Background: an optimization exercise with open tools, aiming at small area. Do not read the settings as production practice. RTL that was checked went through simulation tests only; none was proved equivalent to the original. No functional check of the RTL was part of run 6. Power is estimated from default activity; no workload was simulated.

### design.v
module ultrasonic_sensor(
    input clk,
    input reset,
    input echo,
    output reg trig,
    output reg [7:0] distance_cm,
    output reg transmit_ready
);
    reg [19:0] counter;
    reg [21:0] echo_counter;  
    reg [3:0] state;
    localparam IDLE      = 0;
    localparam TRIG_HIGH = 1;
    localparam WAIT_ECHO = 2;
    localparam COUNT_ECHO = 3;
    localparam DONE      = 4;
    always @(posedge clk or posedge reset) begin
        if (reset) begin
            counter <= 0;
            echo_counter <= 0;
            trig <= 0;
            distance_cm <= 0;
            state <= IDLE;
            transmit_ready <= 0;
        end else begin
            case (state)
                IDLE: begin
                    trig <= 0;
                    transmit_ready <= 0;
                    counter <= counter + 1;
                    if (counter == 20'd500000) begin   
                        counter <= 0;
                        state <= TRIG_HIGH;
                    end
                end
                TRIG_HIGH: begin
                    trig <= 1;
                    counter <= counter + 1;
                    if (counter == 20'd500) begin     
                        trig <= 0;
                        counter <= 0;
                        state <= WAIT_ECHO;
                    end
                end
                WAIT_ECHO: begin
                    if (echo == 1) begin
                        echo_counter <= 0;
                        state <= COUNT_ECHO;
                    end
                end
                COUNT_ECHO: begin
                    if (echo == 1) begin
                        echo_counter <= echo_counter + 1;
                    end else begin
                        state <= DONE;
                    end
                end
					DONE: begin
						 distance_cm <= (echo_counter * 37'd22000) >> 26;
						 transmit_ready <= 1;
						 state <= IDLE;
					end
                default: state <= IDLE;
            endcase
        end
    end
endmodule
module uart_rx #(
    parameter CLK_FREQ = 50000000,
    parameter BAUD_RATE = 9600
)(
    input clk,
    input reset,
    input rx_in,
    output reg [7:0] data_out,
    output reg data_ready
);
    localparam integer BAUD_TICK_COUNT = CLK_FREQ / BAUD_RATE;
    localparam integer HALF_BAUD_TICK = BAUD_TICK_COUNT / 2;
    reg [15:0] baud_counter;
    reg [3:0] bit_index;
    reg rx_sync_0, rx_sync_1;
    reg rx_sampled;
    reg receiving;
    reg [7:0] data_buffer;
    always @(posedge clk or posedge reset) begin
        if (reset) begin
            rx_sync_0 <= 1;
            rx_sync_1 <= 1;
        end else begin
            rx_sync_0 <= rx_in;
            rx_sync_1 <= rx_sync_0;
        end
    end
    always @(posedge clk or posedge reset) begin
        if (reset) begin
            baud_counter <= 0;
            bit_index <= 0;
            receiving <= 0;
            data_ready <= 0;
            data_out <= 0;
        end else begin
            data_ready <= 0;   
            if (!receiving) begin
                if (rx_sync_1 == 0) begin
                    receiving <= 1;
                    baud_counter <= HALF_BAUD_TICK;   
                    bit_index <= 0;
                end
            end else begin
                if (baud_counter == BAUD_TICK_COUNT - 1) begin
                    baud_counter <= 0;
                    if (bit_index == 0) begin
                        if (rx_sync_1 == 0) begin
                            bit_index <= bit_index + 1;
                        end else begin
                            receiving <= 0;
                        end
                    end else if (bit_index >= 1 && bit_index <= 8) begin
                        data_buffer[bit_index - 1] <= rx_sync_1;
                        bit_index <= bit_index + 1;
                    end else if (bit_index == 9) begin
                        if (rx_sync_1 == 1) begin
                            data_out <= data_buffer;
                            data_ready <= 1;
                        end
                        receiving <= 0;
                    end
                end else begin
                    baud_counter <= baud_counter + 1;
                end
            end
        end
    end
endmodule
module uart_tx #(
    parameter CLK_FREQ = 50000000,  
    parameter BAUD_RATE = 9600
)(
    input clk,
    input reset,
    input [7:0] data_in,
    input data_valid,
    output reg tx_out,
    output reg tx_done
);
    localparam integer BAUD_TICK_COUNT = CLK_FREQ / BAUD_RATE;
    reg [15:0] baud_rate_counter;
    reg [3:0] state;
    reg [7:0] data_buffer;
    reg [2:0] bit_index;
    localparam IDLE = 0;
    localparam START_BIT = 1;
    localparam DATA_BITS = 2;
    localparam STOP_BIT = 3;
    always @(posedge clk or posedge reset) begin
        if (reset) begin
            baud_rate_counter <= 0;
            state <= IDLE;
            tx_out <= 1;  
            tx_done <= 0;
            data_buffer <= 0;
            bit_index <= 0;
        end else begin
            case (state)
                IDLE: begin
                    tx_done <= 0;
                    baud_rate_counter <= 0;
                    if (data_valid) begin
                        data_buffer <= data_in;
                        state <= START_BIT;
                    end
                end
                START_BIT: begin
                    if (baud_rate_counter == BAUD_TICK_COUNT - 1) begin
                        baud_rate_counter <= 0;
                        tx_out <= 0;  
                        state <= DATA_BITS;
                        bit_index <= 0;
                    end else begin
                        baud_rate_counter <= baud_rate_counter + 1;
                    end
                end
                DATA_BITS: begin
                    if (baud_rate_counter == BAUD_TICK_COUNT - 1) begin
                        baud_rate_counter <= 0;
                        tx_out <= data_buffer[bit_index];
                        if (bit_index == 7) begin
                            state <= STOP_BIT;
                        end else begin
                            bit_index <= bit_index + 1;
                        end
                    end else begin
                        baud_rate_counter <= baud_rate_counter + 1;
                    end
                end
                STOP_BIT: begin
                    if (baud_rate_counter == BAUD_TICK_COUNT - 1) begin
                        baud_rate_counter <= 0;
                        tx_out <= 1;  
                        state <= IDLE;
                        tx_done <= 1;
                    end else begin
                        baud_rate_counter <= baud_rate_counter + 1;
                    end
                end
            endcase
        end
    end
endmodule
  module top_module(
    input clk,
    input reset,
    input echo,
    input RS232_DTE_RXD,   
    output trig,
    output RS232_DTE_TXD,
    output [7:0] led
);
    wire [7:0] raw_distance;
	 reg [7:0] filtered_distance;
    wire transmit_ready;
    wire [7:0] rx_data;
    wire rx_data_ready;
    reg measure_enable;   
    uart_rx #(
        .CLK_FREQ(50000000),
        .BAUD_RATE(9600)
    ) uart_rx_inst (
        .clk(clk),
        .reset(reset),
        .rx_in(RS232_DTE_RXD),
        .data_out(rx_data),
        .data_ready(rx_data_ready)
    );
    reg usensor_reset;
    always @(posedge clk or posedge reset) begin
        if (reset) 
            usensor_reset <= 1;
        else
            usensor_reset <= ~measure_enable;
    end
    ultrasonic_sensor usensor(
        .clk(clk),
        .reset(usensor_reset),
        .echo(echo),
        .trig(trig),
        .distance_cm(raw_distance),
        .transmit_ready(transmit_ready)
    );
    uart_tx #(
        .CLK_FREQ(50000000),
        .BAUD_RATE(9600)
    ) uart_tx_inst (
        .clk(clk),
        .reset(reset),
        .data_in(filtered_distance),  
        .data_valid(transmit_ready),
        .tx_out(RS232_DTE_TXD),
        .tx_done()
    );
 always @(posedge clk or posedge reset) begin
    if (reset) begin
        measure_enable <= 1;
    end else if (rx_data_ready) begin
        if (rx_data == 8'h44)  
            measure_enable <= 0;
        else if (rx_data == 8'h45)  
            measure_enable <= 1;
    end
end
    reg [1:0] dist_index;
    reg [7:0] dist_buffer [0:3];
    reg [9:0] avg_distance;  
    always @(posedge clk or posedge reset) begin
        if (reset) begin
            dist_index <= 0;
            dist_buffer[0] <= 0;
            dist_buffer[1] <= 0;
            dist_buffer[2] <= 0;
            dist_buffer[3] <= 0;
            avg_distance <= 0;
            filtered_distance <= 0;
        end else if (transmit_ready) begin
            dist_buffer[dist_index] <= raw_distance;
            dist_index <= dist_index + 1;
            if (dist_index == 2'd3) begin
                avg_distance <= (dist_buffer[0] + dist_buffer[1] + dist_buffer[2] + dist_buffer[3]) >> 2;
                filtered_distance <= avg_distance[7:0];
            end
        end
    end
assign led = filtered_distance;
endmodule
### run.sh
#!/bin/bash
# synth_recipe.tcl (not shown) runs the flow's synth.tcl, then flattens the netlist and writes it again
# the make line also repeats each setting of config.mk as NAME=value (left out here)
make -C /OpenROAD-flow-scripts/flow DESIGN_CONFIG=/design/flow/config.mk WORK_HOME=/design/flow/orfs CLKGATE_MAP_FILE= SYNTH_SCRIPT=/design/flow/synth_recipe.tcl finish
### config.mk
export PLATFORM = sky130hd
export DESIGN_NAME = top_module
export DESIGN_NICKNAME = top_module
export VERILOG_FILES = /design/flow/design.v
export SDC_FILE = /design/flow/constraint.sdc
export NUM_CORES = 4
export LEC_CHECK = 0
export CAP_MARGIN = 20
export CORE_MARGIN = 2
export CORE_UTILIZATION = 40
export SLEW_MARGIN = 20
### constraint.sdc
create_clock -name core_clock -period 20.0 [get_ports {clk}]
set_input_delay 4.0000 -clock core_clock [delete_from_list [all_inputs] [get_ports {clk}]]
set_output_delay 4.0000 -clock core_clock [all_outputs]
set_load 0.01 [all_outputs]
==> results of run 1 <==
worst max-delay path, delay by kind of cell:
kind | cells | cell delay [ns]
AND/OR/NAND/NOR | 3 | 1.61
buffers and inverters | 2 | 0.92
AO/OA/AOI/OAI | 1 | 0.08
cell usage in the layout, fill, tap and decap left out, drive strengths merged, types with 8 or more instances in the layout:
master / n
a21oi: 51
a22o: 8
and3: 12
clkbuf: 19
clkdlybuf4s50: 13
dfrtp: 164
edfxtp: 8
fa: 129
ha: 141
inv: 156
mux2: 59
nand2: 127
nand2b: 12
nand3: 36
nand4: 25
nor2: 61
nor2b: 9
nor3: 20
o21ai: 105
o31ai: 11
or3: 20
xnor2: 18
xor2: 23
path summary, 6_finish.rpt:
path	endpoint	slack, ns	start	cells after the start
worst max register to register	usensor.distance_cm[4]$_DFFE_PP0P_	14.79	usensor.echo_counter[14]$_DFFE_PP0P_	15
min in group asynchronous	usensor.distance_cm[7]$_DFFE_PP0P_	0.46	usensor_reset$_DFF_PP1_	2
max in group asynchronous	uart_tx_inst.data_buffer[5]$_DFFE_PP0P_	14.71	reset	3
worst max-delay path	usensor.echo_counter[21]$_DFFE_PP0P_	13.72	echo	6
worst min-delay path	uart_rx_inst.rx_sync_1$_DFF_PP1_	0.36	uart_rx_inst.rx_sync_0$_DFF_PP1_	0
worst min register to register	uart_rx_inst.rx_sync_1$_DFF_PP1_	0.36	uart_rx_inst.rx_sync_0$_DFF_PP1_	0
routing by layer:
metal / wire, um / vias to the layer above / share of wire
met1: 13400 / 4743 / 0.48
met4: 326 / 0 / 0.012
met3: 672 / 23 / 0.024
li1: - / 4559 / -
met2: 13300 / 95 / 0.48
met5: 0 / - / 0
registers in the layout (all words and copies together), names as in the netlist, 2 cells and up:
name,count
dist_buffer,32
usensor.echo_counter,22
usensor.counter,20
uart_rx_inst.baud_counter,16
uart_tx_inst.baud_rate_counter,16
avg_distance,8
filtered_distance,8
uart_rx_inst.data_buffer,8
uart_rx_inst.data_out,8
uart_tx_inst.data_buffer,8
usensor.distance_cm,8
uart_rx_inst.bit_index,4
uart_tx_inst.bit_index,3
usensor.state,3
dist_index,2
uart_tx_inst.state,2
power by group through the flow:
stage,combinational (uW),sequential (uW),clock (uW)
after floorplan,312,462,0
after global placement,381,485,0
after detailed placement,393,488,0
after CTS,394,480,357
after global routing,453,491,372
final,385,479,347
synth_stat cells, types with 5 or more instances:
| library cell | number |
|---|---|
| nor2b_1 | 9 |
| and3_1 | 10 |
| inv_1 | 152 |
| clkbuf_1 | 20 |
| nor3_1 | 19 |
| a21oi_1 | 50 |
| or3_1 | 20 |
| nand2b_1 | 11 |
| ha_1 | 141 |
| o21ai_0 | 102 |
| nor4bb_1 | 5 |
| nand4_1 | 24 |
| xnor2_1 | 18 |
| dfstp_2 | 5 |
| mux2_2 | 59 |
| a22o_1 | 8 |
| edfxtp_1 | 8 |
| nor2_1 | 58 |
| nand3_1 | 35 |
| nor4_1 | 6 |
| a21o_1 | 7 |
| nor4b_1 | 6 |
| buf_2 | 5 |
| nand2_1 | 127 |
| o31ai_1 | 10 |
| xor2_1 | 22 |
| and4_1 | 5 |
| nand3b_1 | 6 |
| dfrtp_1 | 164 |
| fa_1 | 129 |
cells by family after synthesis:
group | synth area share
AND/OR/NAND/NOR | 0.136
adder cells (fa/ha/maj) | 0.314
AO/OA/AOI/OAI | 0.0976
buffers and inverters | 0.0490
flip-flops | 0.323
multiplexers | 0.0541
XOR/XNOR | 0.0265
final cells by class:
class / instances / area, sq um
inverters: 152 / 573
repair buffers: 16 / 153
clock buffers: 19 / 443
clock inverters: 12 / 150
multi-input cells: 969 / 8700
well taps: 455 / 569
fillers: 3263 / 19200
flip-flops and latches: 177 / 4480
stage by stage:
stage          hold slack (ns)  std cells
2_1_floorplan            0.345       1325
3_3_place_gp             0.346       1769
3_5_place_dp             0.347       1769
4_1_cts                  0.365       1800
5_1_grt                  0.367       1800
6_report                 0.361       1800
==> results.yml, run 1 <==
global_route:
  grt_pass1_vias: 9763
  grt_pass1_wl_um: 48400
  top_usage_layer: "met2"
  antenna_found_initial: 0
  use_met1: 0.224
  use_met2: 0.276
  grt_max_degree: 64
  gr-total-overflow: 0
  use_met3: 0.0291
  track_usage: 0.165
critical_path:
  startpoint_type: "primary input"
  end_kind: "flip-flop"
  crit_fanout: 22
  cp.arrival_ns: 6.64
  critPathMaxStageDelay_ns: 0.67
  cp_cell_sequence: "clkdlybuf4s50_1 -> nand3b_1 -> inv_1 -> nand2_1 -> or3_1 -> o21ai_0"
  critPathRequiredTime_ns: 20.36
  critPathSlowestCell: "nand3b_1"
  worstSetupPathType: "in -> reg"
job:
  max-cap-violations: 0
sta:
  fin_ws_ns: 13.72
  fin_tns_setup_ns: 0
  timing.final.max_slew_violations: 0
  setup_violations: 0
  clock_skew_ns: 0.0124
  period_share: 0.314
  hold_viol: 0
  rsz0062_at_grt: "false"
  finalCriticalPeriod_ns: 6.28
  slew_headroom: 0.349
  worst_slew_pin_slew_ns: 0.974
  max_clock_freq_ghz: 0.159
route:
  drt-total-wl_um: 27700
  first_pass_iters: 5
  routedWlPerCell_um: 15.4
  first_iter_violations: 489
  drc: 0
  vias: 9420
  antenna_left: 0
  viasPerCell: 5.23
yosys:
  yosysWarnings: 5
  syn-instance-count: 1325
  async_flop_share: 0.955
  synth_top_flop_cell: "dfrtp_1"
  synth.area.top_cells: "dfrtp_1, fa_1, ha_1, mux2_2, inv_1"
  synthesis.nets: 1599
  ys_seq_area_frac: 0.323
  mappedNetlistArea_sq_um: 13900
  synth_area_per_cell_sq_um: 10.5
  yosys.area.top_type_share: 0.296
  synth.distinct_cells: 81
  yosys.area.top_type: "dfrtp_1"
  synth_seq_cells: 177
  synth_edf_count: 8
power_and_ir_drop:
  p_int_uw: 780
  peakVddDrop_mv: 0.0644
  leakage_uw: 0.00754
  power_uw: 1210
  powerDensity_nw_per_um2: 80.4
  power_switching_uw: 431
  pwr-share-clk: 0.286
  p_comb_frac: 0.318
  pwr-share-seq: 0.396
  power_switching_share: 0.356
clock_tree:
  cts_setup_buffers: 0
  ctsLongestPathBuffers: 2
  cts_buffers: 17
  cts_hold_buf: 0
  cts.sinks: 177
  clkSlewWorstSetupHoldPaths_ns: 0.07
  clock_latency_ns: 0.44
  cts_root_buf: "clkbuf_16"
  post_cts_resized: 0
  tritoncts: "yes"
  cts-htree-levels: 4
final_layout:
  layout.nets: 1607
  finalCoreUtilization: 0.439
  syn2layout_area_growth_pct: 8.74
  final_area_sq_um: 15100
  layout-drive-gt1-share: 0.0914
  antenna_cells: 0
outcome:
  outcome: "finished clean"
floorplan:
  ioPinCount: 14
  die_h_um: 190
  start_util: 0.404
  rows: 68
  die_w_um: 190
  dieArea_sq_um: 36100
  coreArea_sq_um: 34300
placement:
  io_buffers: 13
  dpl-instance-area_sq_um: 14500
  dp_hpwl_um: 20900
  preCtsSetupSlack_ns: 13.24
  gp_congestion: 0.810
worst_hold_path:
  worstHoldPathType: "reg -> reg"
==> inputs of run 2 (changes only) <==
==> design.v (replaced) <==
module top_module(
    input clk,
    input reset,
    input echo,
    input RS232_DTE_RXD,
    output trig,
    output RS232_DTE_TXD,
    output [7:0] led
);
    localparam [12:0] LZ = 13'd1;
    localparam [12:0] LH = 13'd306;
    localparam [12:0] LT = 13'd4822;
    function [12:0] lstep(input [12:0] s);
        lstep = {s[11:0], s[12] ^ s[2]};
    endfunction
    reg rx_s0, rx_s1;
    always @(posedge clk or posedge reset)
        if (reset) begin
            rx_s0 <= 1'b1;
            rx_s1 <= 1'b1;
        end else begin
            rx_s0 <= RS232_DTE_RXD;
            rx_s1 <= rx_s0;
        end
    reg [3:0]  ri;
    reg [12:0] rc;
    reg        rx_m;    
    reg        rx_b0;   
    reg        me_e;    
    reg        me;
    reg        usr;     
    wire rx_idle = (ri == 4'd0);
    wire rx_tick = (rc == LT);
    always @(posedge clk) begin
        if (rx_idle)
            rc <= LH;
        else if (rx_tick)
            rc <= LZ;
        else
            rc <= lstep(rc);
    end
    always @(posedge clk) begin
        if (rx_idle)
            rx_m <= 1'b1;
        else if (rx_tick && ri >= 4'd3 && ri <= 4'd9 &&
                 (rx_s1 != (ri == 4'd4 || ri == 4'd8)))
            rx_m <= 1'b0;
        if (rx_tick && ri == 4'd2)
            rx_b0 <= rx_s1;
    end
    always @(posedge clk or posedge reset)
        if (reset) begin
            ri <= 4'd0;
            me_e <= 1'b1;
        end else begin
            if (rx_idle) begin
                if (!rx_s1) ri <= 4'd1;
            end else if (rx_tick) begin
                if (ri == 4'd10 || (ri == 4'd1 && rx_s1))
                    ri <= 4'd0;
                else
                    ri <= ri + 4'd1;
                if (ri == 4'd10 && rx_s1 && rx_m)
                    me_e <= rx_b0;
            end
        end
    always @(posedge clk or posedge reset)
        if (reset) begin
            me <= 1'b1;
            usr <= 1'b1;
        end else begin
            me <= me_e;
            usr <= ~me;
        end
    localparam [29:0] K     = 30'd1375;
    localparam [29:0] SS    = 30'd386241428;   
    localparam [29:0] XEND  = 30'd687104;      
    localparam [21:0] WRAPV = 22'd4192929;     
    localparam [2:0] S_FR = 3'b000;   
    localparam [2:0] S_FT = 3'b010;   
    localparam [2:0] S_CN = 3'b001;   
    localparam [2:0] S_W  = 3'b100;   
    localparam [2:0] S_C  = 3'b101;   
    localparam [2:0] S_D  = 3'b110;   
    reg [2:0]  st;
    reg [29:0] sr;
    wire st_f  = (st == S_FR) || (st == S_FT);
    wire st_cn = (st == S_CN);
    wire st_w  = (st == S_W);
    wire st_c  = (st == S_C);
    wire transmit_ready = (st == S_FT);
    wire trig_win = (sr[29:28] == 2'b00);
    wire cn_end = trig_win && ((sr & XEND) == XEND);
    wire wrap = (sr[21:0] == WRAPV);
    wire inc = st_cn || (st_c && echo);
    wire [7:0] raw_distance = sr[29:22];
    assign trig = st_cn && trig_win;
    always @(posedge clk) begin
        if (st_f)
            sr <= SS;
        else if (st_w || (st_c && echo && wrap))
            sr <= 30'd0;
        else
            sr <= sr + (inc ? K : 30'd0);
    end
    always @(posedge clk or posedge usr)
        if (usr)
            st <= S_FR;
        else case (st)
            S_FR, S_FT: st <= S_CN;
            S_CN: if (cn_end) st <= S_W;
            S_W:  if (echo) st <= S_C;
            S_C:  if (!echo) st <= S_D;
            S_D:  st <= S_FT;
            default: st <= S_FR;
        endcase
    reg [1:0] fi;
    reg [9:0] acc;
    reg [7:0] avg;
    reg [7:0] filt;
    always @(posedge clk or posedge reset)
        if (reset) begin
            fi <= 2'd0;
            acc <= 10'd0;
            avg <= 8'd0;
            filt <= 8'd0;
        end else if (transmit_ready) begin
            fi <= fi + 2'd1;
            if (fi == 2'd3) begin
                avg <= acc[9:2];
                filt <= avg;
                acc <= {2'b00, raw_distance};
            end else
                acc <= acc + {2'b00, raw_distance};
        end
    assign led = filt;
    reg [12:0] tc;
    reg [9:0]  ts;
    wire tx_tick = (tc == LT);
    always @(posedge clk)
        if (transmit_ready || tx_tick)
            tc <= LZ;
        else
            tc <= lstep(tc);
    always @(posedge clk or posedge reset)
        if (reset)
            ts <= 10'h3ff;
        else begin
            if (tx_tick)
                ts[0] <= ts[1];
            if (transmit_ready)
                ts[9:1] <= {filt, 1'b0};
            else if (tx_tick)
                ts[9:1] <= {1'b1, ts[9:2]};
        end
    assign RS232_DTE_TXD = ts[0];
endmodule
--- a/config.mk
+++ b/config.mk
@@ -6,4 +6,5 @@
 export NUM_CORES = 4
 export LEC_CHECK = 0
+export ABC_AREA = 1
 export CAP_MARGIN = 20
 export CORE_MARGIN = 2
==> run 2 against run 1 <==
Still clean. Final cell count is 45% lower. Core utilization is 1.6 points higher. Clock-buffer cell count is 8 lower. Register-to-register slack better by 2.2 ns. Via count is 49% lower. Non-clock buffer count is 2 lower. Clock power is 42% lower. Sequential share of layout area is 9.1 points higher. First-iteration DRC count is 35% lower. Synthesized cell count is 41% lower. Flip-flop and latch count is 69 lower. Largest power group unchanged.
==> results.yml, run 2 <==
final_layout:
  instances_no_fill: 984
  layout.nets: 827
  final_cell_mix: "nand2_1, inv_1, nor2_1, nand3_1, dfxtp_1"
  antenna_cells: 0
  regMostFlops: "sr"
  layout_commonest_cell: "nand2_1"
  syn2layout_area_growth_pct: 11.2
  final_area_sq_um: 6290
  reg_top3: "sr (30), rc (13), tc (13)"
  largest_register_ffs: 30
  finalCoreUtilization: 0.455
  layout-drive-gt1-share: 0.0609
yosys:
  yosys.area.top_type: "dfxtp_1"
  synth.distinct_cells: 41
  mappedNetlistArea_sq_um: 5660
  yosys.area.top_type_share: 0.202
  synth_seq_cells: 108
  ys_seq_area_frac: 0.431
  synth_top_flop_cell: "dfxtp_1"
  async_flop_share: 0.463
  yosysWarnings: 1
  synth.area.top_cells: "dfxtp_1, dfrtp_1, nand2_1, inv_1, nor2_1"
  synth_edf_count: 1
  syn-instance-count: 788
  synth_area_per_cell_sq_um: 7.18
  synthTopCellsByCount: "nand2_1, inv_1, nor2_1"
  synthesis.nets: 816
  synth.most_common_cell: "nand2_1"
sta:
  setup_violations: 0
  max_clock_freq_ghz: 0.155
  hold_viol: 0
  fin_tns_setup_ns: 0
  clock_skew_ns: 0.0136
  period_share: 0.323
  slew_headroom: 0.439
  timing.final.max_slew_violations: 0
  finalCriticalPeriod_ns: 6.46
  worst_slew_pin_slew_ns: 0.840
  rsz0062_at_grt: "false"
critical_path:
  startpoint_type: "primary input"
  crit_top_cell: "nand2_1"
  cp.arrival_ns: 6.69
  end_kind: "flip-flop"
  critPathRequiredTime_ns: 20.23
  path_delay_family: "simple AND/OR/NAND/NOR gates"
  crit_fanout: 10
  cp_cell_sequence: "clkdlybuf4s50_1 -> nor2_1 -> nor2_1 -> ha_1 -> fa_1 -> nand3_1 -> nand3_1 -> nand2_1 -> nand2_1 -> nand2_1 -> nand2_1 -> nand3_1 -> nand3_1 -> nand2_1"
  worstSetupPathType: "in -> reg"
  critPathBufInv: 1
  critPathMaxStageDelay_ns: 0.62
  critPathSlowestCell: "nor2_1"
global_route:
  grt_max_degree: 48
  grt_pass1_vias: 4334
  antenna_found_initial: 0
  track_usage: 0.172
  grt_pass1_wl_um: 20500
  gr-total-overflow: 0
worst_hold_path:
  worstHoldPathType: "reg -> async"
power_and_ir_drop:
  pwr-share-seq: 0.405
  pwr-share-clk: 0.239
  power_switching_uw: 326
  p_comb_frac: 0.357
  peakVddDrop_mv: 0.0512
  p_int_uw: 511
  power_switching_share: 0.390
  leakage_uw: 0.00307
  powerDensity_nw_per_um2: 133
  power_uw: 838
placement:
  dp_hpwl_um: 8920
  dpl-instance-area_sq_um: 5950
  gp_congestion: 0.906
  place_inst: 968
  io_buffers: 13
floorplan:
  start_util: 0.409
  rows: 43
  die_w_um: 123
  dieArea_sq_um: 15100
  die_h_um: 123
  coreArea_sq_um: 13800
  ioPinCount: 14
clock_tree:
  ctsLongestPathBuffers: 2
  cts.sinks: 108
  cts_root_buf: "clkbuf_16"
  cts_hold_buf: 0
  cts_buffers: 9
  tritoncts: "yes"
  cts_setup_buffers: 0
  clock_latency_ns: 0.36
  cts-htree-levels: 3
  post_cts_resized: 0
  clkSlewWorstSetupHoldPaths_ns: 0.07
route:
  vias: 4809
  routedWlPerCell_um: 12.4
  first_pass_iters: 5
  drt-total-wl_um: 12200
  drc: 0
  antenna_left: 0
  viasPerCell: 4.89
  first_iter_violations: 318
outcome:
  outcome: "finished clean"
job:
  max-cap-violations: 0
## run 2: area by class of cell
class                   instances  area [sq um]
repair buffers                 14           138
inverters                     117           440
well taps                     180           225
clock inverters                 5          68.8
fillers                      1450          7540
multi-input cells             549          2700
clock buffers                  11           275
flip-flops and latches        108          2440
## run 2: cell families (layout without fill, tap and decap cells)
| kind of cell | after synthesis | after routing | synth area share |
|---|---|---|---|
| AO/OA/AOI/OAI | 69 | 69 | 0.0701 |
| XOR/XNOR | 14 | 14 | 0.0217 |
| adder cells (fa/ha/maj) | 24 | 24 | 0.0557 |
| buffers and inverters | 131 | 147 | 0.0909 |
| flip-flops | 108 | 108 | 0.431 |
| AND/OR/NAND/NOR | 442 | 442 | 0.330 |
## run 2: routing by layer
metal,part of all wire,vias up,global-route usage,routed length [um]
met4,0.017,0,0.0618,203
met3,0.038,12,0.0318,461
met1,0.51,2197,0.244,6210
li1,-,2526,-,-
met2,0.44,74,0.261,5320
met5,0,-,0,0
## run 2: path summary, 6_finish.rpt
| check | start | end | slack, ns | depth (start not counted) |
|---|---|---|---|---|
| min in group core_clock | rx_s0$_DFF_PP1_ | rx_s1$_DFF_PP1_ | 0.36 | 0 |
| hold / removal | usr$_DFF_PP1_ | st[2]$_DFFE_PP0P_ | 0.11 | 1 |
| max in group asynchronous | reset | acc[0]$_DFFE_PP0P_ | 15.40 | 2 |
| hold reg to reg | usr$_DFF_PP1_ | st[2]$_DFFE_PP0P_ | 0.11 | 1 |
| setup reg to reg | st[1]$_DFFE_PP0P_ | sr[28]$_SDFF_PP1_ | 17.03 | 14 |
| setup / recovery | echo | sr[28]$_SDFF_PP1_ | 13.54 | 14 |
## run 2: per-stage QoR
step	hold WS, ns	worst slack [ns]
6_report	0.114	13.54
3_3_place_gp	0.112	13.26
4_1_cts	0.118	13.57
3_5_place_dp	0.111	13.20
2_1_floorplan	0.0966	14.11
5_1_grt	0.133	13.27
## run 2: power by group through the flow
stage          clock network, uW  registers, uW  logic [uW]
6_report                     200            339         299
5_1_grt                      213            348         347
3_5_place_dp                   0            342         301
2_1_floorplan                  0            324         247
4_1_cts                      206            339         301
3_3_place_gp                   0            342         298
==> inputs of run 3 (changes only) <==
--- a/config.mk
+++ b/config.mk
@@ -6,7 +6,7 @@
 export NUM_CORES = 4
 export LEC_CHECK = 0
-export ABC_AREA = 1
 export CAP_MARGIN = 20
 export CORE_MARGIN = 2
-export CORE_UTILIZATION = 40
+export CORE_UTILIZATION = 70
+export CTS_BUF_LIST = sky130_fd_sc_hd__clkbuf_8
 export SLEW_MARGIN = 20
==> run 3 against run 2 <==
Final area shrank 14%. Flip-flop and latch count is the same. Sequential share of layout area grew 6.5 points. Non-clock buffer count grew 1. Fmax shrank 2.4%. Combinational power shrank 28%. Largest power group unchanged. Clock skew grew 0.0027 ns. Critical path type unchanged. Critical endpoint is now sr[25]$_SDFF_PP1_. Sequential power shrank 9.7%. Still clean. Clock-buffer cell count shrank 1. Via count shrank 27%.
==> results.yml, run 3 <==
outcome:
  outcome: "finished clean"
critical_path:
  end_kind: "flip-flop"
  critPathRequiredTime_ns: 20.24
  worstSetupPathType: "in -> reg"
  startpoint_type: "primary input"
  cp.arrival_ns: 6.86
  crit_fanout: 10
final_layout:
  regMostFlops: "sr"
  layout-drive-gt1-share: 0.123
  reg_top3: "sr (30), rc (13), tc (13)"
  layout_commonest_cell: "dfxtp_1"
  register_area_sq_um: 2440
  largest_register_ffs: 30
  multiInputGateArea_sq_um: 2440
  final_cell_mix: "dfxtp_1, o21ai_0, nor2_1, nand2_1, dfrtp_1"
  final_area_sq_um: 5390
  layout.nets: 529
  syn2layout_area_growth_pct: 6.93
  instances_no_fill: 602
  fillers: 472
  antenna_cells: 0
clock_tree:
  cts_root_buf: "clkbuf_8"
  tritoncts: "yes"
  cts-htree-levels: 3
  ctsLongestPathBuffers: 2
  cts_buffers: 9
  cts.sinks: 108
  post_cts_resized: 0
  clock_latency_ns: 0.38
  clkSlewWorstSetupHoldPaths_ns: 0.10
  cts_setup_buffers: 0
  cts_hold_buf: 0
placement:
  dp_hpwl_um: 5970
  gp_congestion: 0.892
  place_inst: 586
  dpl-instance-area_sq_um: 5190
  io_buffers: 13
route:
  drc: 0
  routedWlPerCell_um: 14.2
  antenna_left: 0
  viasPerCell: 5.86
  drt-total-wl_um: 8560
  first_iter_violations: 106
  first_pass_iters: 4
  vias: 3527
sta:
  clock_skew_ns: 0.0163
  slew_headroom: 0.389
  max_clock_freq_ghz: 0.151
  hold_slack_ns: 0.119
  period_share: 0.331
  fin_tns_setup_ns: 0
  finalCriticalPeriod_ns: 6.62
  setup_violations: 0
  rsz0062_at_grt: "false"
  worst_slew_pin_slew_ns: 0.916
  timing.final.max_slew_violations: 0
  hold_viol: 0
yosys:
  synth_area_per_cell_sq_um: 10.1
  yosys.area.top_type: "dfxtp_1"
  syn-instance-count: 500
  synth_edf_count: 1
  ys_seq_area_frac: 0.485
  synth.distinct_cells: 58
  synthTopCellsByCount: "dfxtp_1, o21ai_0, nor2_1"
  synth_seq_cells: 108
  yosys.area.top_type_share: 0.227
  synthesis.nets: 528
  synth_top_flop_cell: "dfxtp_1"
  synth.area.top_cells: "dfxtp_1, dfrtp_1, dfstp_2, ha_1, o21ai_0"
  synth.most_common_cell: "dfxtp_1"
  mappedNetlistArea_sq_um: 5040
  async_flop_share: 0.463
  yosysWarnings: 1
floorplan:
  start_util: 0.733
  die_h_um: 88.8
  die_w_um: 88.8
  dieArea_sq_um: 7890
  ioPinCount: 14
  coreArea_sq_um: 6870
  rows: 30
global_route:
  gr-total-overflow: 0
  track_usage: 0.241
  grt_pass1_vias: 3337
  grt_max_degree: 48
  antenna_found_initial: 0
  grt_pass1_wl_um: 15000
power_and_ir_drop:
  p_int_uw: 414
  power_switching_share: 0.360
  leakage_uw: 0.00236
  power_uw: 648
  power_switching_uw: 233
  pwr-share-seq: 0.472
  p_comb_frac: 0.330
  powerDensity_nw_per_um2: 120
  pwr-share-clk: 0.198
  peakVddDrop_mv: 0.100
job:
  max-cap-violations: 0
worst_hold_path:
  worstHoldPathType: "reg -> async"
==> run 3: changes by cell type after synthesis, moves of 7 or more <==
cell | before | now
mux2i_1 | 0 | 11
nand2_1 | 231 | 36
inv_1 | 114 | 13
o21ai_0 | 22 | 41
nor2_1 | 106 | 37
nand3_1 | 58 | 11
mux2_2 | 0 | 17
xor2_1 | 7 | 20
clkbuf_1 | 1 | 18
and3_1 | 0 | 14
and2_1 | 1 | 11
nand4_1 | 20 | 13
nor2b_1 | 0 | 10
==> run 3: cells by family after synthesis <==
family                   count (synthesis)  share of synthesized area
XOR/XNOR                                33                     0.0574
multiplexers                            29                     0.0621
adder cells (fa/ha/maj)                 24                     0.0626
AND/OR/NAND/NOR                        166                      0.175
AO/OA/AOI/OAI                          102                      0.127
buffers and inverters                   38                     0.0313
flip-flops                             108                      0.485
==> run 3: power by group through the flow <==
stage	logic (uW)	registers [uW]	clock network (uW)
2_1_floorplan	181	295	0
3_3_place_gp	206	307	0
3_5_place_dp	212	308	0
4_1_cts	214	304	130
5_1_grt	245	312	140
6_report	214	306	128
==> run 3: worst paths after layout <==
kind | cells past startpoint | slack (ns) | from | endpoint
worst max-delay path | 10 | 13.38 | echo | sr[25]$_SDFF_PP1_
worst min-delay path | 1 | 0.12 | usr$_DFF_PP1_ | st[0]$_DFFE_PP0P_
worst max register to register | 9 | 16.90 | st[1]$_DFFE_PP0P_ | sr[25]$_SDFF_PP1_
worst min register to register | 1 | 0.12 | usr$_DFF_PP1_ | st[0]$_DFFE_PP0P_
max in group asynchronous | 2 | 15.29 | reset | acc[6]$_DFFE_PP0P_
min in group core_clock | 0 | 0.36 | rx_s0$_DFF_PP1_ | rx_s1$_DFF_PP1_
==> run 3: per-stage QoR <==
stage	util	worst slack, ns
after floorplan	-	13.93
after global placement	0.756	13.15
after detailed placement	0.756	13.00
after CTS	0.784	13.40
after global routing	0.784	13.24
final	0.784	13.38
==> run 3: area by class of cell <==
class | count | share of cell area
well taps | 96 | 0.0223
multi-input cells | 354 | 0.453
repair buffers | 15 | 0.0269
clock buffers | 10 | 0.0256
clock inverters | 6 | 0.0102
inverters | 13 | 0.00906
flip-flops and latches | 108 | 0.453
==> run 3: worst max-delay path: stages <==
cell             delay [ns]
clkdlybuf4s50_1        0.50
nor2_1                 0.07
nor2_1                 0.59
ha_1                   0.37
o211ai_1               0.13
o211ai_1               0.32
a41oi_2                0.28
nor4b_2                0.36
xnor2_1                0.16
o21ai_1                0.08
==> run 3: layer usage <==
metal  vias up  part of all wire  routed length (um)  GRT usage
li1       1769                 -                   -          -
met5         -                 0                   0          0
met3        12             0.029                 244     0.0513
met4         0             0.016                 138     0.0813
met1      1696              0.48                4100      0.320
met2        50              0.48                4080      0.395
==> inputs of run 4 (changes only) <==
==> flow/run.sh (new file) <==
#!/bin/bash
# Standard layout, unchanged; logs kept in this folder.
bash standard.sh > standard.log 2>&1
==> standard.sh (new file) <==
#!/bin/bash
# synth_recipe.tcl (not shown) runs the flow's synth.tcl, then flattens the netlist and writes it again
# the make line also repeats each setting of config.mk as NAME=value (left out here)
make -C /OpenROAD-flow-scripts/flow DESIGN_CONFIG=/design/flow/config.mk WORK_HOME=/design/flow/orfs CLKGATE_MAP_FILE= SYNTH_SCRIPT=/design/flow/synth_recipe.tcl "${@:-finish}"
removed: run.sh
==> run 4 against run 3 <==
Final cell count unchanged. Sequential share of layout area unchanged. Critical path depth did not move. Core utilization unchanged. Non-clock buffer count is the same.
==> results.yml, run 4 <==
route:
  vias: 3527
  routedWlPerCell_um: 14.2
  drt-total-wl_um: 8560
  viasPerCell: 5.86
  first_iter_violations: 106
  drc: 0
  first_pass_iters: 4
  antenna_left: 0
floorplan:
  coreArea_sq_um: 6870
  rows: 30
  die_w_um: 88.8
  dieArea_sq_um: 7890
  ioPinCount: 14
  die_h_um: 88.8
  start_util: 0.733
yosys:
  synth_top_flop_cell: "dfxtp_1"
  yosysWarnings: 1
  synth.area.top_cells: "dfxtp_1, dfrtp_1, dfstp_2, ha_1, o21ai_0"
  yosys.area.top_type_share: 0.227
  synth_area_per_cell_sq_um: 10.1
  synth_top_family_by_area: "simple AND/OR/NAND/NOR gates"
  synthesis.nets: 528
  yosys.area.top_type: "dfxtp_1"
  synthTopCellsByCount: "dfxtp_1, o21ai_0, nor2_1"
  synth_adder_area_share: 0.0626
  synth_seq_cells: 108
  mappedNetlistArea_sq_um: 5040
  ys_seq_area_frac: 0.485
  synth.most_common_cell: "dfxtp_1"
  synth_edf_count: 1
  yosys.area_share.simple: 0.175
  synth_compound_area_frac: 0.127
  syn-instance-count: 500
  synth.distinct_cells: 58
  synth_xor_area_frac: 0.0574
  synth.area.mux_share: 0.0621
  async_flop_share: 0.463
power_and_ir_drop:
  power_switching_share: 0.360
  p_comb_frac: 0.330
  p_int_uw: 414
  power_switching_uw: 233
  peakVddDrop_mv: 0.100
  pwr-share-clk: 0.198
  pwr-share-seq: 0.472
  leakage_uw: 0.00236
  powerDensity_nw_per_um2: 120
sta:
  worst_slew_pin_slew_ns: 0.916
  hold_viol: 0
  finalCriticalPeriod_ns: 6.62
  timing.final.max_slew_violations: 0
  slew_headroom: 0.389
  fin_ws_ns: 13.38
  setup_violations: 0
  clock_skew_ns: 0.0163
  period_share: 0.331
  rsz0062_at_grt: "false"
  max_clock_freq_ghz: 0.151
  fin_tns_setup_ns: 0
outcome:
  outcome: "finished clean"
final_layout:
  layout-drive-gt1-share: 0.123
  antenna_cells: 0
  final_cell_mix: "dfxtp_1, o21ai_0, nor2_1, nand2_1, dfrtp_1"
  layout_commonest_cell: "dfxtp_1"
  reg_top3: "sr (30), rc (13), tc (13)"
  regMostFlops: "sr"
  instances_no_fill: 602
  finalCoreUtilization: 0.784
  layout.nets: 529
  syn2layout_area_growth_pct: 6.93
  largest_register_ffs: 30
  fillers: 472
  final_area_sq_um: 5390
placement:
  preCtsSetupSlack_ns: 13.00
  place_inst: 586
  gp_congestion: 0.892
  dp_hpwl_um: 5970
  dpl-instance-area_sq_um: 5190
  io_buffers: 13
global_route:
  track_usage: 0.241
  grt_pass1_vias: 3337
  grt_pass1_wl_um: 15000
  grt_max_degree: 48
  gr-total-overflow: 0
  antenna_found_initial: 0
critical_path:
  cp_cell_sequence: "clkdlybuf4s50_1 -> nor2_1 -> nor2_1 -> ha_1 -> o211ai_1 -> o211ai_1 -> a41oi_2 -> nor4b_2 -> xnor2_1 -> o21ai_1"
  critPathSlowestCell: "nor2_1"
  end_kind: "flip-flop"
  worstSetupPathType: "in -> reg"
  critPathMaxStageDelay_ns: 0.59
  startpoint_type: "primary input"
  cp.arrival_ns: 6.86
  reg2reg_slack_ns: 16.90
  critPathRequiredTime_ns: 20.24
  crit_fanout: 10
clock_tree:
  clkSlewWorstSetupHoldPaths_ns: 0.10
  cts_buffers: 9
  clock_latency_ns: 0.38
  cts_setup_buffers: 0
  post_cts_resized: 0
  cts-htree-levels: 3
  cts.sinks: 108
  tritoncts: "yes"
  ctsLongestPathBuffers: 2
  cts_hold_buf: 0
  cts_root_buf: "clkbuf_8"
job:
  max-cap-violations: 0
worst_hold_path:
  worstHoldPathType: "reg -> async"
[run 4: cell counts after synthesis]
Identical to the previous run, type by type.
[run 4: kinds of logic (layout without fill, tap and decap cells)]
kind of cell,after synthesis,after routing
AND/OR/NAND/NOR,166,166
flip-flops,108,108
AO/OA/AOI/OAI,102,102
buffers and inverters,38,44
XOR/XNOR,33,33
multiplexers,29,29
adder cells (fa/ha/maj),24,24
[run 4: critical path, delay by kind of cell]
kind	cells	cell delay (ns)
AND/OR/NAND/NOR	3	1.02
XOR/XNOR	1	0.16
AO/OA/AOI/OAI	4	0.81
adder cells (fa/ha/maj)	1	0.37
buffers and inverters	1	0.50
[run 4: path summary, 6_finish.rpt]
check	start	to	cells past startpoint
max in group asynchronous	reset	acc[6]$_DFFE_PP0P_	2
min reg2reg	usr$_DFF_PP1_	st[0]$_DFFE_PP0P_	1
min in group core_clock	rx_s0$_DFF_PP1_	rx_s1$_DFF_PP1_	0
max	echo	sr[25]$_SDFF_PP1_	10
max reg2reg	st[1]$_DFFE_PP0P_	sr[25]$_SDFF_PP1_	9
min	usr$_DFF_PP1_	st[0]$_DFFE_PP0P_	1
[run 4: per-stage QoR]
step	hold WS [ns]	total power, uW
floorplan	0.0966	476
global placement	0.110	513
detailed placement	0.115	520
CTS	0.126	648
global route	0.143	697
finish	0.119	648
[run 4: final cells by class]
cell class	count	area (sq um)	area share
clock buffer	10	138	0.0256
clock inverter	6	55.1	0.0102
inverter	13	48.8	0.00906
multi-input combinational	354	2440	0.453
sequential	108	2440	0.453
tap	96	120	0.0223
timing repair buffer	15	145	0.0269
[run 4: routing by layer]
layer,GRT usage,share of wire,up-vias
met5,0,0,-
met4,0.0813,0.016,0
met3,0.0513,0.029,12
met2,0.395,0.48,50
met1,0.320,0.48,1696
li1,-,-,1769
[run 4: power by group through the flow]
stage	Clock (uW)	Combinational (uW)	Sequential, uW
after global routing	140	245	312
after detailed placement	0	212	308
after CTS	130	214	304
after floorplan	0	181	295
after global placement	0	206	307
final	128	214	306
==> inputs of run 5 (changes only) <==
==> run.sh (new file) <==
#!/bin/bash
# synth_recipe.tcl (not shown) runs the flow's synth.tcl, then flattens the netlist and writes it again
# the make line also repeats each setting of config.mk as NAME=value (left out here)
make -C /OpenROAD-flow-scripts/flow DESIGN_CONFIG=/design/flow/config.mk WORK_HOME=/design/flow/orfs CLKGATE_MAP_FILE= SYNTH_SCRIPT=/design/flow/synth_recipe.tcl finish
--- a/config.mk
+++ b/config.mk
@@ -8,5 +8,4 @@
 export CAP_MARGIN = 20
 export CORE_MARGIN = 2
-export CORE_UTILIZATION = 70
-export CTS_BUF_LIST = sky130_fd_sc_hd__clkbuf_8
+export CORE_UTILIZATION = 40
 export SLEW_MARGIN = 20
removed: flow/run.sh
removed: standard.sh
==> run 5 against run 4 <==
Global-route usage decreased by 9.6 points. Core utilization decreased by 33 points. Non-clock buffer count unchanged. Largest cell class unchanged. Flip-flop and latch count unchanged. Sequential share of layout area is 1.6 points lower.
==> results.yml, run 5 <==
final_layout:
  antenna_cells: 0
  layout.nets: 529
  layout-drive-gt1-share: 0.123
  reg_top3: "sr (30), rc (13), tc (13)"
  layout_commonest_cell: "dfxtp_1"
  syn2layout_area_growth_pct: 10.7
  final_cell_mix: "dfxtp_1, o21ai_0, nor2_1, nand2_1, dfrtp_1"
  largest_register_ffs: 30
  regMostFlops: "sr"
yosys:
  synth.distinct_cells: 58
  synth_compound_area_frac: 0.127
  yosys.area.top_type_share: 0.227
  synth_edf_count: 1
  synth.most_common_cell: "dfxtp_1"
  ys_seq_area_frac: 0.485
  synth.area.mux_share: 0.0621
  synthTopCellsByCount: "dfxtp_1, o21ai_0, nor2_1"
  synth_area_per_cell_sq_um: 10.1
  yosys.area.top_type: "dfxtp_1"
  synth_adder_area_share: 0.0626
  async_flop_share: 0.463
  synthesis.nets: 528
  synth_seq_cells: 108
  mappedNetlistArea_sq_um: 5040
  synth_xor_area_frac: 0.0574
  yosys.area_share.simple: 0.175
  synth.area.top_cells: "dfxtp_1, dfrtp_1, dfstp_2, ha_1, o21ai_0"
  yosysWarnings: 1
  synth_top_family_by_area: "simple AND/OR/NAND/NOR gates"
  syn-instance-count: 500
  synth_top_flop_cell: "dfxtp_1"
clock_tree:
  clkSlewWorstSetupHoldPaths_ns: 0.07
  tritoncts: "yes"
  ctsLongestPathBuffers: 2
  cts-htree-levels: 3
  clock_latency_ns: 0.35
  cts_setup_buffers: 0
  cts_buffers: 9
  cts_hold_buf: 0
  cts_root_buf: "clkbuf_16"
  cts.sinks: 108
  post_cts_resized: 0
global_route:
  grt_pass1_vias: 3397
  antenna_found_initial: 0
  grt_pass1_wl_um: 15500
  grt_max_degree: 48
  gr-total-overflow: 0
  track_usage: 0.144
critical_path:
  critPathBufInv: 1
  critPathMaxStageDelay_ns: 0.59
  cp.arrival_ns: 6.82
  critPathRequiredTime_ns: 20.21
  cp_cell_sequence: "clkdlybuf4s50_1 -> nor2_1 -> nor2_1 -> ha_1 -> fa_1 -> a21oi_1 -> o211ai_1 -> o21ba_2 -> nand4_1 -> xor2_1 -> o21ai_0"
  end_kind: "flip-flop"
  crit_fanout: 10
  path_delay_family: "simple AND/OR/NAND/NOR gates"
  startpoint_type: "primary input"
  critPathSlowestCell: "nor2_1"
  worstSetupPathType: "in -> reg"
  crit_top_cell: "nor2_1"
sta:
  timing.final.max_slew_violations: 0
  period_share: 0.330
  slew_headroom: 0.398
  hold_viol: 0
  clock_skew_ns: 0.0115
  setup_violations: 0
  finalCriticalPeriod_ns: 6.61
  rsz0062_at_grt: "false"
  max_clock_freq_ghz: 0.151
  fin_tns_setup_ns: 0
  worst_slew_pin_slew_ns: 0.901
  hold_slack_ns: 0.120
floorplan:
  start_util: 0.414
  ioPinCount: 14
  coreArea_sq_um: 12200
  die_h_um: 116
  rows: 40
  dieArea_sq_um: 13500
  die_w_um: 116
route:
  first_iter_violations: 170
  drc: 0
  antenna_left: 0
  first_pass_iters: 5
  drt-total-wl_um: 8940
  viasPerCell: 5.17
  routedWlPerCell_um: 13.3
  vias: 3486
outcome:
  outcome: "finished clean"
power_and_ir_drop:
  powerDensity_nw_per_um2: 124
  leakage_uw: 0.00240
  peakVddDrop_mv: 0.0902
placement:
  dp_hpwl_um: 6170
  io_buffers: 13
  gp_congestion: 0.865
worst_hold_path:
  worstHoldPathType: "reg -> async"
job:
  max-cap-violations: 0
[run 5: cell counts after synthesis]
No cell type changed its count.
[run 5: final timing paths]
| path | start | slack [ns] | depth (start not counted) | end |
|---|---|---|---|---|
| setup / recovery | echo | 13.39 | 11 | sr[18]$_SDFF_PP1_ |
| hold / removal | usr$_DFF_PP1_ | 0.12 | 1 | st[0]$_DFFE_PP0P_ |
| setup reg to reg | st[1]$_DFFE_PP0P_ | 16.95 | 10 | sr[18]$_SDFF_PP1_ |
| hold reg to reg | usr$_DFF_PP1_ | 0.12 | 1 | st[0]$_DFFE_PP0P_ |
| max in group asynchronous | reset | 15.42 | 2 | filt[3]$_DFFE_PP0P_ |
| min in group core_clock | rx_s0$_DFF_PP1_ | 0.36 | 0 | rx_s1$_DFF_PP1_ |
[run 5: logic make-up (layout without fill, tap and decap cells)]
| family | count (synthesis) | in the layout |
|---|---|---|
| AO/OA/AOI/OAI | 102 | 102 |
| XOR/XNOR | 33 | 33 |
| adder cells (fa/ha/maj) | 24 | 24 |
| buffers and inverters | 38 | 44 |
| flip-flops | 108 | 108 |
| multiplexers | 29 | 29 |
| AND/OR/NAND/NOR | 166 | 166 |
[run 5: worst reg2reg max path: stages (launching register included)]
cell	delay, ns
dfrtp_1	0.45
nand2b_1	0.23
nor2_1	0.60
ha_1	0.34
fa_1	0.25
a21oi_1	0.09
o211ai_1	0.28
o21ba_2	0.30
nand4_1	0.14
xor2_1	0.16
o21ai_0	0.09
[run 5: power breakdown]
group | internal, uW | switching, uW | leakage [uW] | total [uW]
Sequential | 266 | 39.4 | 0.00112 | 305
Combinational | 97.9 | 115 | 0.00114 | 213
Clock | 90.3 | 81.8 | 0.000143 | 172
[run 5: through the flow]
stage	instances	worst slack, ns	area [sq um]	utilization	power, uW
2_1_floorplan	500	13.93	5040	-	476
3_3_place_gp	658	13.14	5280	0.434	517
3_5_place_dp	658	13.03	5280	0.434	519
4_1_cts	674	13.40	5580	0.459	696
5_1_grt	674	13.11	5580	0.459	741
6_report	674	13.39	5580	0.459	690
[run 5: layout make-up]
| cell class | instances | area, sq um |
|---|---|---|
| clock buffers | 10 | 239 |
| clock inverters | 6 | 53.8 |
| fillers | 1137 | 6580 |
| inverters | 13 | 50.0 |
| multi-input cells | 354 | 2440 |
| flip-flops and latches | 108 | 2440 |
| well taps | 168 | 210 |
| repair buffers | 15 | 145 |
[run 5: routing by layer]
layer | track usage | vias up | wire [um]
li1 | - | 1776 | -
met3 | 0.0498 | 10 | 270
met1 | 0.176 | 1652 | 4250
met2 | 0.240 | 48 | 4310
met5 | 0 | - | 0
met4 | 0.0484 | 0 | 104
==> inputs of run 6 (changes only) <==
--- a/design.v
+++ b/design.v
@@ -76,5 +76,6 @@
     localparam [29:0] SS    = 30'd386241428;   
     localparam [29:0] XEND  = 30'd687104;      
-    localparam [21:0] WRAPV = 22'd4192929;     
+    localparam [29:0] NB    = 30'd1073739074;  
+    localparam [21:0] WRAPV = 22'd4190179;     
     localparam [2:0] S_FR = 3'b000;   
     localparam [2:0] S_FT = 3'b010;   
@@ -93,5 +94,4 @@
     wire cn_end = trig_win && ((sr & XEND) == XEND);
     wire wrap = (sr[21:0] == WRAPV);
-    wire inc = st_cn || (st_c && echo);
     wire [7:0] raw_distance = sr[29:22];
     assign trig = st_cn && trig_win;
@@ -100,7 +100,7 @@
             sr <= SS;
         else if (st_w || (st_c && echo && wrap))
-            sr <= 30'd0;
+            sr <= NB;
         else
-            sr <= sr + (inc ? K : 30'd0);
+            sr <= sr + K;
     end
     always @(posedge clk or posedge usr)
--- a/config.mk
+++ b/config.mk
@@ -8,4 +8,5 @@
 export CAP_MARGIN = 20
 export CORE_MARGIN = 2
-export CORE_UTILIZATION = 40
+export CORE_UTILIZATION = 70
+export CTS_BUF_LIST = sky130_fd_sc_hd__clkbuf_8
 export SLEW_MARGIN = 20
==> run 6 against run 5 <==
Still clean. Synthesized cell count decreased by 1.4%. Die area is 42% lower. Final cell count down 11%. Core utilization increased by 32 points. Clock power shrank 23%. Worst hold slack improved by 0.039 ns. Critical path type is now reg -> out.
==> results.yml, run 6 <==
power_and_ir_drop:
  p_int_uw: 277
  peakVddDrop_mv: 0.0469
  leakage_uw: 0.00232
  pwr-share-seq: 0.614
  p_comb_frac: 0.010
  power_switching_share: 0.217
  power_switching_uw: 77.0
  pwr-share-clk: 0.376
  powerDensity_nw_per_um2: 66.3
yosys:
  synthTopCellsByCount: "dfxtp_1, nand2_1, dfrtp_1"
  synth_adder_area_share: 0.0419
  synthesis.nets: 513
  synth_edf_count: 1
  synth.most_common_cell: "dfxtp_1"
  mappedNetlistArea_sq_um: 4950
  synth_area_per_cell_sq_um: 10.1
  synth.distinct_cells: 61
  synth_compound_area_frac: 0.123
  synth_xor_area_frac: 0.0548
  yosys.area.top_type: "dfxtp_1"
  synth.area.mux_share: 0.0672
  async_flop_share: 0.463
  yosys.area_share.simple: 0.191
  yosys.area.top_type_share: 0.230
  synth_top_flop_cell: "dfxtp_1"
  yosysWarnings: 1
  synth.area.top_cells: "dfxtp_1, dfrtp_1, dfstp_2, mux2_2, ha_1"
  ys_seq_area_frac: 0.493
  syn-instance-count: 493
  synth_top_family_by_area: "simple AND/OR/NAND/NOR gates"
  synth_seq_cells: 108
placement:
  preCtsSetupSlack_ns: 14.12
  io_buffers: 13
  gp_congestion: 0.866
  dp_hpwl_um: 6370
clock_tree:
  cts_hold_buf: 0
  clkSlewWorstSetupHoldPaths_ns: 0.11
  cts.sinks: 108
  post_cts_resized: 0
  ctsLongestPathBuffers: 2
  tritoncts: "yes"
  cts-htree-levels: 3
  clock_latency_ns: 0.38
  cts_buffers: 9
  cts_setup_buffers: 0
  cts_root_buf: "clkbuf_8"
critical_path:
  reg2regPathDepth: 3
  reg2reg_to: "avg[5]$_DFFE_PP0P_"
  critPathRequiredTime_ns: 16.00
  startpoint_type: "flip-flop"
  crit_fanout: 10
  end_kind: "primary output"
  reg2reg_slack_ns: 17.46
  regToRegStartpoint: "st[2]$_DFFE_PP0P_"
  cp.arrival_ns: 1.88
  worstSetupPathType: "reg -> out"
sta:
  clock_skew_ns: 0.0150
  setup_violations: 0
  worst_slew_pin_slew_ns: 0.968
  period_share: 0.294
  max_clock_freq_ghz: 0.170
  finalCriticalPeriod_ns: 5.88
  fin_ws_ns: 14.12
  fin_tns_setup_ns: 0
  timing.final.max_slew_violations: 0
  rsz0062_at_grt: "false"
  slew_headroom: 0.353
  hold_viol: 0
route:
  drt-total-wl_um: 9220
  drc: 0
  vias: 3552
  first_pass_iters: 4
  routedWlPerCell_um: 15.4
  first_iter_violations: 257
  antenna_left: 0
  viasPerCell: 5.95
floorplan:
  ioPinCount: 14
  rows: 30
  die_w_um: 88.1
  die_h_um: 88.1
  dieArea_sq_um: 7770
  coreArea_sq_um: 6830
  start_util: 0.725
final_layout:
  syn2layout_area_growth_pct: 7.88
  layout.nets: 516
  fillers: 471
  regMostFlops: "sr"
  layout-drive-gt1-share: 0.122
  layout_commonest_cell: "dfxtp_1"
  largest_register_ffs: 30
  final_cell_mix: "dfxtp_1, nand2_1, dfrtp_1, o21ai_0, a21oi_1"
  reg_top3: "sr (30), rc (13), tc (13)"
  antenna_cells: 0
job:
  max-cap-violations: 0
global_route:
  gr-total-overflow: 0
  grt_pass1_wl_um: 15300
  antenna_found_initial: 0
  track_usage: 0.254
  grt_max_degree: 48
  grt_pass1_vias: 3282
outcome:
  outcome: "finished clean"
worst_hold_path:
  worstHoldPathType: "reg -> async"
run 6: kinds of logic after synthesis:
kind of cell               Yosys count
AOI/OAI and AO/OA                   94
and+or+nand+nor                    176
DFF                                108
buffers and inverters               37
xor gates and xnor gates            31
muxes                               31
adders and majority gates           16
run 6: layer usage:
layer  global-route usage  vias up  share of wire
li1                     -     1753              -
met1                0.350     1719           0.48
met2                0.409       72           0.47
met3               0.0566        8          0.040
met4               0.0661        0          0.011
met5                    0        -              0
run 6: per-stage QoR:
step                       util  std cells  power, uW  instance area (sq um)  hold slack [ns]
after floorplan               -        493        224                   4950           0.0966
after CTS                 0.778        596        357                   5320            0.168
final                     0.782        597        354                   5350            0.159
after global routing      0.782        597        366                   5350            0.179
after detailed placement  0.749        580        225                   5120            0.134
after global placement    0.749        580        225                   5120            0.136
run 6: power by group through the flow:
stage / Combinational, uW / Clock, uW / Sequential [uW]
5_1_grt: 4.21 / 144 / 218
2_1_floorplan: 2.08 / 0 / 222
6_report: 3.64 / 133 / 218
3_3_place_gp: 3.04 / 0 / 222
4_1_cts: 3.11 / 136 / 218
3_5_place_dp: 3.10 / 0 / 222
run 6: worst max path at each step:
stage                      startpoint                to  slack [ns]
CTS                 st[1]$_DFFE_PP0P_              trig       14.09
detailed placement               echo  sr[7]$_SDFF_PN1_       14.12
finish              st[1]$_DFFE_PP0P_              trig       14.12
global route        st[1]$_DFFE_PP0P_              trig       14.04
floorplan                        echo  sr[9]$_SDFF_PN1_       14.84
global placement                 echo  sr[9]$_SDFF_PN1_       14.17
run 6: layout make-up:
class	instances	area, sq um	share of cell area
tap	96	120	0.0225
timing repair buffer	14	158	0.0295
multi-input combinational	348	2370	0.443
sequential	108	2440	0.457
inverter	15	56.3	0.0105
clock buffer	9	124	0.0232
clock inverter	7	76.3	0.0143
run 6: critical path: stages, from the launching register on:
cell and delay, ns:
dfrtp_1 0.47, nand2b_1 0.21, nor4_1 0.23, clkdlybuf4s50_1 0.60
==> inputs of run 7 (changes only) <==
--- a/design.v
+++ b/design.v
@@ -27,8 +27,6 @@
     reg        rx_m;    
     reg        rx_b0;   
-    reg        me_e;    
-    reg        me;
     reg        usr;     
-    wire rx_idle = (ri == 4'd0);
+    wire rx_idle = (ri == 4'd0) || (ri == 4'd11) || (ri == 4'd12) || (ri == 4'd14);
     wire rx_tick = (rc == LT);
     always @(posedge clk) begin
@@ -51,25 +49,25 @@
     always @(posedge clk or posedge reset)
         if (reset) begin
-            ri <= 4'd0;
-            me_e <= 1'b1;
+            ri <= 4'd14;
+            usr <= 1'b1;
         end else begin
-            if (rx_idle) begin
-                if (!rx_s1) ri <= 4'd1;
+            if (ri == 4'd12 || ri == 4'd13)
+                usr <= ~rx_b0;
+            else if (ri == 4'd14)
+                usr <= 1'b0;
+            if (ri == 4'd11) begin
+                ri <= rx_s1 ? 4'd12 : 4'd13;
+            end else if (ri == 4'd13) begin
+                ri <= 4'd1;
+            end else if (rx_idle) begin
+                ri <= rx_s1 ? 4'd0 : 4'd1;
             end else if (rx_tick) begin
-                if (ri == 4'd10 || (ri == 4'd1 && rx_s1))
+                if (ri == 4'd10)
+                    ri <= (rx_s1 && rx_m) ? 4'd11 : 4'd0;
+                else if (ri == 4'd1 && rx_s1)
                     ri <= 4'd0;
                 else
                     ri <= ri + 4'd1;
-                if (ri == 4'd10 && rx_s1 && rx_m)
-                    me_e <= rx_b0;
             end
-        end
-    always @(posedge clk or posedge reset)
-        if (reset) begin
-            me <= 1'b1;
-            usr <= 1'b1;
-        end else begin
-            me <= me_e;
-            usr <= ~me;
         end
     localparam [29:0] K     = 30'd1375;
==> run 7 against run 6 <==
Worst hold slack got worse by 0.029 ns. Final area increased by 0.82%. Core utilization decreased by 0.22 points. Critical path depth unchanged. Clock-buffer cell count unchanged. Flip-flop and latch count decreased by 2. Clock power increased by 3%. Clock skew decreased by 0.0085 ns. Synthesized cell count increased by 1.8%. Final cell count increased by 1.0%. Global-route usage increased by 0.65 points. Synthesized area increased by 2.0%. Critical path type unchanged. Largest cell class is now multi-input combinational cells.
==> results.yml, run 7 <==
outcome:
  outcome: "finished clean"
yosys:
  synth_edf_count: 1
  yosysWarnings: 1
  ys_seq_area_frac: 0.473
  syn-instance-count: 502
  synth.distinct_cells: 71
  mappedNetlistArea_sq_um: 5050
  async_flop_share: 0.453
  synth_area_per_cell_sq_um: 10.1
  yosys.area.top_type: "dfxtp_1"
  yosys.area.top_type_share: 0.226
  synthesis.nets: 523
  synth_top_flop_cell: "dfxtp_1"
  synth_seq_cells: 106
  synth.area.top_cells: "dfxtp_1, dfrtp_1, dfstp_2, ha_1, xor2_1"
  synth.most_common_cell: "dfxtp_1"
  synthTopCellsByCount: "dfxtp_1, nand2_1, dfrtp_1"
power_and_ir_drop:
  leakage_uw: 0.00235
  p_comb_frac: 0.007
  power_switching_share: 0.223
  power_switching_uw: 78.7
  powerDensity_nw_per_um2: 65.6
  peakVddDrop_mv: 0.0544
  pwr-share-clk: 0.389
  p_int_uw: 275
  pwr-share-seq: 0.604
final_layout:
  syn2layout_area_growth_pct: 6.61
  largest_register_ffs: 30
  fillers: 492
  layout-drive-gt1-share: 0.124
  final_cell_mix: "dfxtp_1, nand2_1, dfrtp_1, a21oi_1, o21ai_0"
  reg_top3: "sr (30), rc (13), tc (13)"
  layout.nets: 523
  layout_commonest_cell: "dfxtp_1"
  final_area_sq_um: 5390
  finalCoreUtilization: 0.780
  antenna_cells: 0
  regMostFlops: "sr"
critical_path:
  crit_fanout: 8
  setup.worst_path.start: "st[1]$_DFFE_PP0P_"
  critPathRequiredTime_ns: 16.00
  cp.arrival_ns: 1.94
  reg2reg_slack_ns: 16.93
  regToRegStartpoint: "st[2]$_DFFE_PP0P_"
  reg2regPathDepth: 4
  reg2reg_to: "filt[4]$_DFFE_PP0P_"
  startpoint_type: "flip-flop"
  worstSetupPathType: "reg -> out"
  end_kind: "primary output"
route:
  antenna_left: 0
  first_pass_iters: 4
  first_iter_violations: 155
  drc: 0
  vias: 3641
  viasPerCell: 6.04
  routedWlPerCell_um: 15.7
  drt-total-wl_um: 9490
global_route:
  track_usage: 0.260
  grt_pass1_wl_um: 16000
  grt_max_degree: 46
  grt_pass1_vias: 3526
  gr-total-overflow: 0
  antenna_found_initial: 0
floorplan:
  rows: 30
  die_w_um: 89.0
  dieArea_sq_um: 7920
  coreArea_sq_um: 6910
  ioPinCount: 14
  start_util: 0.732
  die_h_um: 89.0
sta:
  setup_violations: 0
  hold_viol: 0
  timing.final.max_slew_violations: 0
  max_clock_freq_ghz: 0.168
  slew_headroom: 0.315
  fin_ws_ns: 14.06
  fin_tns_setup_ns: 0
  hold_slack_ns: 0.130
  clock_skew_ns: 0.00652
  rsz0062_at_grt: "false"
  worst_slew_pin_slew_ns: 1.03
  finalCriticalPeriod_ns: 5.94
  period_share: 0.297
clock_tree:
  post_cts_resized: 0
  cts_setup_buffers: 0
  cts_buffers: 9
  tritoncts: "yes"
  cts_hold_buf: 0
  cts.sinks: 106
  clkSlewWorstSetupHoldPaths_ns: 0.10
  ctsLongestPathBuffers: 2
  cts-htree-levels: 3
  cts_root_buf: "clkbuf_8"
  clock_latency_ns: 0.37
job:
  max-cap-violations: 0
placement:
  dp_hpwl_um: 6480
  dpl-instance-area_sq_um: 5180
  preCtsSetupSlack_ns: 14.29
  gp_congestion: 0.908
  io_buffers: 13
worst_hold_path:
  worstHoldPathType: "reg -> async"
[run 7: power groups by stage]
stage          Sequential (uW)  Combinational (uW)  Clock [uW]
2_1_floorplan              218                1.52           0
3_3_place_gp               218                2.62           0
3_5_place_dp               218                2.66           0
4_1_cts                    214                2.67         140
5_1_grt                    214                3.02         147
6_report                   214                2.54         137
[run 7: logic make-up after synthesis]
kind of cell | Yosys count | share of synthesized area
xor gates and xnor gates | 30 | 0.0520
adders and majority gates | 17 | 0.0436
muxes | 28 | 0.0597
AOI/OAI and AO/OA | 117 | 0.156
DFF | 106 | 0.473
and+or+nand+nor | 162 | 0.177
buffers and inverters | 42 | 0.0386
[run 7: routing by layer]
layer  wire (um)  vias to the layer above  share of wire  GRT usage
met4         206                        0          0.022      0.111
met1        4370                     1747           0.46      0.343
met2        4540                       87           0.48      0.423
met5           0                        -              0          0
met3         377                       23          0.040     0.0499
li1            -                     1784              -          -
[run 7: cell type report]
cell class / count / area [sq um] / area share
Multi-Input combinational cell: 354 / 2470 / 0.458
Sequential cell: 106 / 2390 / 0.444
Timing Repair Buffer: 14 / 138 / 0.0255
Clock buffer: 9 / 124 / 0.0230
Tap cell: 96 / 120 / 0.0223
Clock inverter: 7 / 83.8 / 0.0156
Inverter: 17 / 63.8 / 0.0118
[run 7: worst max-delay path by stage]
| stage | end | slack [ns] | depth (start not counted) |
|---|---|---|---|
| global placement | sr[9]$_SDFF_PN1_ | 14.34 | 6 |
| floorplan | acc[0]$_DFFE_PP0P_ | 14.97 | 1 |
| detailed placement | sr[9]$_SDFF_PN1_ | 14.29 | 6 |
| finish | trig | 14.06 | 3 |
| CTS | trig | 14.06 | 3 |
| global route | trig | 13.90 | 3 |
[run 7: critical path, stage by stage (launching register included)]
cell	delay (ns)
dfrtp_1	0.47
nand2b_1	0.22
nor4_1	0.27
clkdlybuf4s50_1	0.61
[run 7: stage by stage]
| stage | total power [uW] | cells |
|---|---|---|
| 5_1_grt | 364 | 603 |
| 3_3_place_gp | 221 | 587 |
| 3_5_place_dp | 221 | 587 |
| 2_1_floorplan | 219 | 502 |
| 6_report | 353 | 603 |
| 4_1_cts | 356 | 603 |

## separate check: timing with driven ports
Ports are ideal in the flow. The routed layouts listed here were re-timed in OpenROAD. Step 1, drivers: a clkbuf_16 drives clk and a buf_2 each remaining input, both assumed. Step 2 adds t to the input delays and takes it off the output delays; t is the mean of the earliest and latest rising clock arrival at the registers after step 1. Input paths then give back, and output paths get back, about the clock's delay inside the block. a / b / c = ideal ports / drivers / drivers and shift; a / b = the first two.
| run | t, ns | slack for setup (ns) | worst setup path at the end | worst register clock-pin slew, ns |
|---|---|---|---|---|
| run 1 | 0.484 | 13.719 / 13.734 / 13.249 | input to register | 0.07 / 0.07 |
| run 2 | 0.394 | 13.536 / 13.553 / 13.160 | input to register | 0.08 / 0.08 |
| run 3 | 0.403 | 13.377 / 13.386 / 12.982 | input to register | 0.11 / 0.11 |
| run 4 | 0.403 | 13.377 / 13.386 / 12.982 | input to register | 0.11 / 0.11 |
| run 5 | 0.386 | 13.392 / 13.408 / 13.022 | input to register | 0.07 / 0.07 |
| run 6 | 0.399 | 14.121 / 14.090 / 14.109 | input to register | 0.11 / 0.11 |
| run 7 | 0.398 | 14.059 / 14.026 / 14.269 | input to register | 0.10 / 0.10 |
After both steps every run listed still meets setup and hold. For run 1, which loses most, drivers alone change the setup slack by +0.015 ns; drivers and shift together by -0.470 ns.
